From an optimization exercise on the open Yosys and OpenROAD flow, aimed at small area and a short achievable clock period; shortcuts taken in it are not production practice.
The RTL was checked by simulation tests, not by an equivalence proof against the original design.
Power and IR drop assume default switching activity.

==> flow/design.v (excerpt) <==
module alu16_top(clk, valA, valB, aluop, sub, lr, cc, result);
export LEC_CHECK = 0
export ABC_AREA = 1
export CAP_MARGIN = 20
export CORE_MARGIN = 2
export CORE_UTILIZATION = 40
export CTS_BUF_LIST = sky130_fd_sc_hd__clkbuf_8
export SETUP_SLACK_MARGIN = 2.7
export SLEW_MARGIN = 20
create_clock -name core_clock -period 4.7 [get_ports {clk}]
standard.sh (not shown) runs the stock make flow with config.mk's settings and CLKGATE_MAP_FILE= SYNTH_SCRIPT=/design/flow/synth_recipe.tcl, a recipe that flattens the netlist after the stock synthesis.
==> flow/flow/run.sh <==
#!/bin/bash
# The standard layout, with the port buffers made from the small
# sky130_fd_sc_hd__buf_1 instead of the cell buffer_ports picks by default.
set -euo pipefail
bash standard.sh BUFFER_PORTS_ARGS="-buffer_cell sky130_fd_sc_hd__buf_1" finish > standard.log 2>&1
Change:
- CAP_MARGIN: 20 -> 0
- SETUP_SLACK_MARGIN: 2.7 -> 2.4
- SLEW_MARGIN: 20 -> 0
What happened: The new run ran to the end with no violations. Via count went down by 7.2%. Wire length drops by 11%. Setup slack is worse by 0.067 ns. Worst hold slack loses 0.0050 ns. Sequential power went down by about 0.7%. Core utilization falls by 8.0 points. Total power decreases by about 9%. First-iteration DRC count came out lower by 13%. Cell count went down by 3.5%. Critical path depth stays the same.
Change:
- CAP_MARGIN: 0 -> 20
- CTS_BUF_LIST: sky130_fd_sc_hd__clkbuf_8 -> sky130_fd_sc_hd__clkbuf_4
- PLACE_DENSITY: not set -> 0.75
- SLEW_MARGIN: 0 -> 20
After rerunning:
- The changed run produced a clean layout
- wire length shrinks by a few percent
- worst hold slack got worse by 0.12 ns
- final area shrinks by a few percent
- worst setup slack got worse by 0.066 ns
- sequential cell count does not change
- sequential share of layout area grows by 0.60 points
Change:
- CTS_BUF_LIST: sky130_fd_sc_hd__clkbuf_4 -> sky130_fd_sc_hd__clkbuf_8
- PLACE_DENSITY: 0.75 -> not set
=> Utilization went up by 1.6 points. Sequential share of layout area drops by 0.60 points. Total power grows by 7.7%.
Change:
- SETUP_SLACK_MARGIN: 2.4 -> 2.2
What happened: Total power is lower by 2.3%; count of clock-buffer cells in the layout is unchanged; non-clock buffer count went down by 21; design area came out lower by 5.6%; setup slack got worse by 0.24 ns; critical path depth is unchanged; clock skew hardly moves.

========
Starting RTL as in the previous note.
export LEC_CHECK = 0
export ABC_AREA = 1
export CAP_MARGIN = 20
export CORE_MARGIN = 2
export CORE_UTILIZATION = 40
export CTS_BUF_LIST = sky130_fd_sc_hd__clkbuf_8
export SETUP_SLACK_MARGIN = 2.5
export SLEW_MARGIN = 20
create_clock -name core_clock -period 4.7 [get_ports {clk}]
Scripts as last shown in full above: flow/flow/run.sh
Change:
Settings changed: PLACE_DENSITY set to 0.75, SETUP_SLACK_MARGIN 2.5 to 2.4.
Effect: Non-clock buffer count goes down by 17. Via count goes down by a few percent. Global-route usage goes down by 1.1 points. Power barely changes. Synthesized area stays the same. Cell count goes down slightly. Synthesized cell count stays the same. Worst setup slack is worse by 63 ps.

========
Another version of the RTL of alu16_top (not shown whole).
Size: roughly 57 flip-flops, about 5900 µm² of cells after synthesis.
// alu16_top
module alu16_top(clk, valA, valB, aluop, sub, lr, cc, result);
	input clk;
	input [15:0] valA, valB;
	input [3:0] aluop;
	input sub, lr;
	output reg [3:0] cc;
	output reg [15:0] result;
	reg [15:0] a_q, b_q;
	reg [3:0] op_q;
	reg sub_q, lr_q;
	wire [3:0] cc_w;
	wire [15:0] result_w;
	ALU alu(.valA(a_q), .valB(b_q), .aluop(op_q), .sub(sub_q), .lr(lr_q), .cc(cc_w), .result(result_w));
	always @(posedge clk) begin
		a_q <= valA;
		b_q <= valB;
		op_q <= aluop;
		sub_q <= sub;
		lr_q <= lr;
		cc <= cc_w;
		result <= result_w;
	end
endmodule
==> flow/config.mk <==
export PLATFORM = sky130hd
export DESIGN_NAME = alu16_top
export DESIGN_NICKNAME = alu16_top
export VERILOG_FILES = /design/flow/design.v
export SDC_FILE = /design/flow/constraint.sdc
export NUM_CORES = 4
export LEC_CHECK = 0
export CAP_MARGIN = 20
export CORE_MARGIN = 2
export CORE_UTILIZATION = 40
export SLEW_MARGIN = 20
==> flow/constraint.sdc <==
create_clock -name core_clock -period 4.7 [get_ports {clk}]
set_input_delay 0.9400 -clock core_clock [delete_from_list [all_inputs] [get_ports {clk}]]
set_output_delay 0.9400 -clock core_clock [all_outputs]
set_load 0.01 [all_outputs]
run.sh (not shown) runs the stock make flow with config.mk's settings and CLKGATE_MAP_FILE= SYNTH_SCRIPT=/design/flow/synth_recipe.tcl, a recipe that flattens the netlist after the stock synthesis.
Stock flow here: none of the scripts above is used.
==> next run, changes <==
--- a/flow/config.mk
+++ b/flow/config.mk
@@ -6,6 +6,8 @@
 export NUM_CORES = 4
 export LEC_CHECK = 0
+export ABC_AREA = 1
 export CAP_MARGIN = 20
 export CORE_MARGIN = 2
 export CORE_UTILIZATION = 40
+export SETUP_SLACK_MARGIN = 2.2
 export SLEW_MARGIN = 20
The new run passed the timing, design-rule and antenna checks.
Cell count rises by 23%.
Maximum frequency came out higher by 60%.
Via count climbs by 15%.
Hold slack loses 0.15 ns.
Routed wire length went up by 10%.
Non-clock buffer count goes up by 3.
Design area goes up by 7.9%.
Die area falls by 3.2%.
Power rose by 3.8%.
Flip-flop and latch count stays the same.
==> next run, changes <==
--- a/flow/config.mk
+++ b/flow/config.mk
@@ -10,4 +10,3 @@
 export CORE_MARGIN = 2
 export CORE_UTILIZATION = 40
-export SETUP_SLACK_MARGIN = 2.2
 export SLEW_MARGIN = 20
After rerunning: Routed wire length went down by 3.7%. Utilization went down by 6.0 points. Setup slack is worse by 0.77 ns. Total power went down by 6.2%. Design area went down by 11%. Die area does not change. Area after synthesis stays the same. Non-clock buffer count went down by 13. Hold slack is worse by 0.028 ns. Clock skew is about the same.

========
red:
alu16_top, a different RTL version from the one above (not shown whole).
Size: roughly 850 cells after synthesis, ~57 flip-flops, ~4900 µm² of cells after synthesis.
Design alu16_top, start of the top module:
module alu16_top(clk, valA, valB, aluop, sub, lr, cc, result);
	input clk;
	input [15:0] valA, valB;
	input [3:0] aluop;
	input sub, lr;
	output reg [3:0] cc;
	output reg [15:0] result;
	reg [15:0] a_q, b_q;
	reg [3:0] op_q;
	reg sub_q, lr_q;
	wire [3:0] cc_w;
	wire [15:0] result_w;
	ALU alu(.valA(a_q), .valB(b_q), .aluop(op_q), .sub(sub_q), .lr(lr_q), .cc(cc_w), .result(result_w));
	always @(posedge clk) begin
		a_q <= valA;
		b_q <= valB;
		op_q <= aluop;
		sub_q <= sub;
		lr_q <= lr;
		cc <= cc_w;
		result <= result_w;
	end
endmodule
Settings: LEC_CHECK=0, ABC_AREA=1, CAP_MARGIN=20, CORE_MARGIN=2, CORE_UTILIZATION=40, SETUP_SLACK_MARGIN=2.2, SLEW_MARGIN=20; clock period 4.7 ns.
red reached the final stage; the timing, design-rule and antenna checks on its layout passed.
The inputs of blue differ from those of red as listed below.
Settings: putting CTS_BUF_LIST at sky130_fd_sc_hd__clkbuf_8 where nothing was set.
==> flow/flow/run.sh (new file) <==
#!/bin/bash
# The standard layout, with the port buffers made from the small
# sky130_fd_sc_hd__buf_1 instead of the cell buffer_ports picks by default.
set -euo pipefail
bash standard.sh BUFFER_PORTS_ARGS="-buffer_cell sky130_fd_sc_hd__buf_1" finish > standard.log 2>&1
==> flow/standard.sh (new file) <==
#!/bin/bash
# synth_recipe.tcl (not shown) runs the flow's synth.tcl, then flattens the netlist and writes it again
# the make line also repeats each setting of config.mk as NAME=value (left out here)
make -C /OpenROAD-flow-scripts/flow DESIGN_CONFIG=/design/flow/config.mk WORK_HOME=/design/flow/orfs CLKGATE_MAP_FILE= SYNTH_SCRIPT=/design/flow/synth_recipe.tcl "${@:-finish}"
removed: flow/run.sh
--- outcome ---
On global route total overflow, red and blue are basically level.
red vs blue, startpoint of the worst setup timing path: b_q[0]$_DFF_P_ vs b_q[1]$_DFF_P_
From red to blue the numbers moved as follows: maximum clock frequency shows an increase of 2.9%, share of flip-flops with an asynchronous set or reset after synthesis shows no meaningful change, placement-stage worst setup slack -0.32 ns, share of post-route cells with drive strength above 1 fell by 5.0 points, fraction of the cycle the final worst path needs lost 1.4 points.
On sequential power, red tracks blue almost exactly.
Post-layout minimum cycle time (lower): blue

-- what the ideal ports hide --
The flow's constraints put no driver on any port. The routed layouts listed below were extracted and timed again, unchanged, in two steps. Step 1, drivers: a clkbuf_16 drives clk and a buf_2 each remaining input, both assumed. Step 2 moves the port delays by t, midway between the first and last clock arrival at a register: inputs arrive t later, outputs are due t later. That takes back most of the time a late clock gives input paths. Slacks: ideal / step 1 / step 2; pairs: ideal / step 1.
run	t (ns)	setup WS [ns]	worst setup path after step 2	clock arrival spread, ns
the first run of note 1	0.379	2.602 / 2.602 / 2.602	register to register	0.008 / 0.007
the second run of note 1	0.382	2.535 / 2.535 / 2.535	register to register	0.009 / 0.010
the third run of note 1	0.491	2.470 / 2.470 / 2.470	register to register	0.026 / 0.026
the fourth run of note 1	0.382	2.535 / 2.535 / 2.535	register to register	0.009 / 0.010
the fifth run of note 1	0.380	2.296 / 2.296 / 2.296	register to register	0.008 / 0.008
the first run of note 2	0.383	2.559 / 2.559 / 2.559	register to register	0.008 / 0.008
the second run of note 2	0.406	2.496 / 2.496 / 2.496	register to register	0.017 / 0.018
the first run of note 3	0.383	0.509 / 0.509 / 0.509	register to register	0.013 / 0.013
the second run of note 3	0.359	2.081 / 2.081 / 2.081	register to register	0.008 / 0.009
the third run of note 3	0.363	1.314 / 1.314 / 1.314	register to register	0.008 / 0.008
red	0.378	2.309 / 2.309 / 2.309	register to register	0.011 / 0.011
blue	0.394	2.376 / 2.376 / 2.376	register to register	0.008 / 0.007
After both steps every run listed still meets setup and hold.
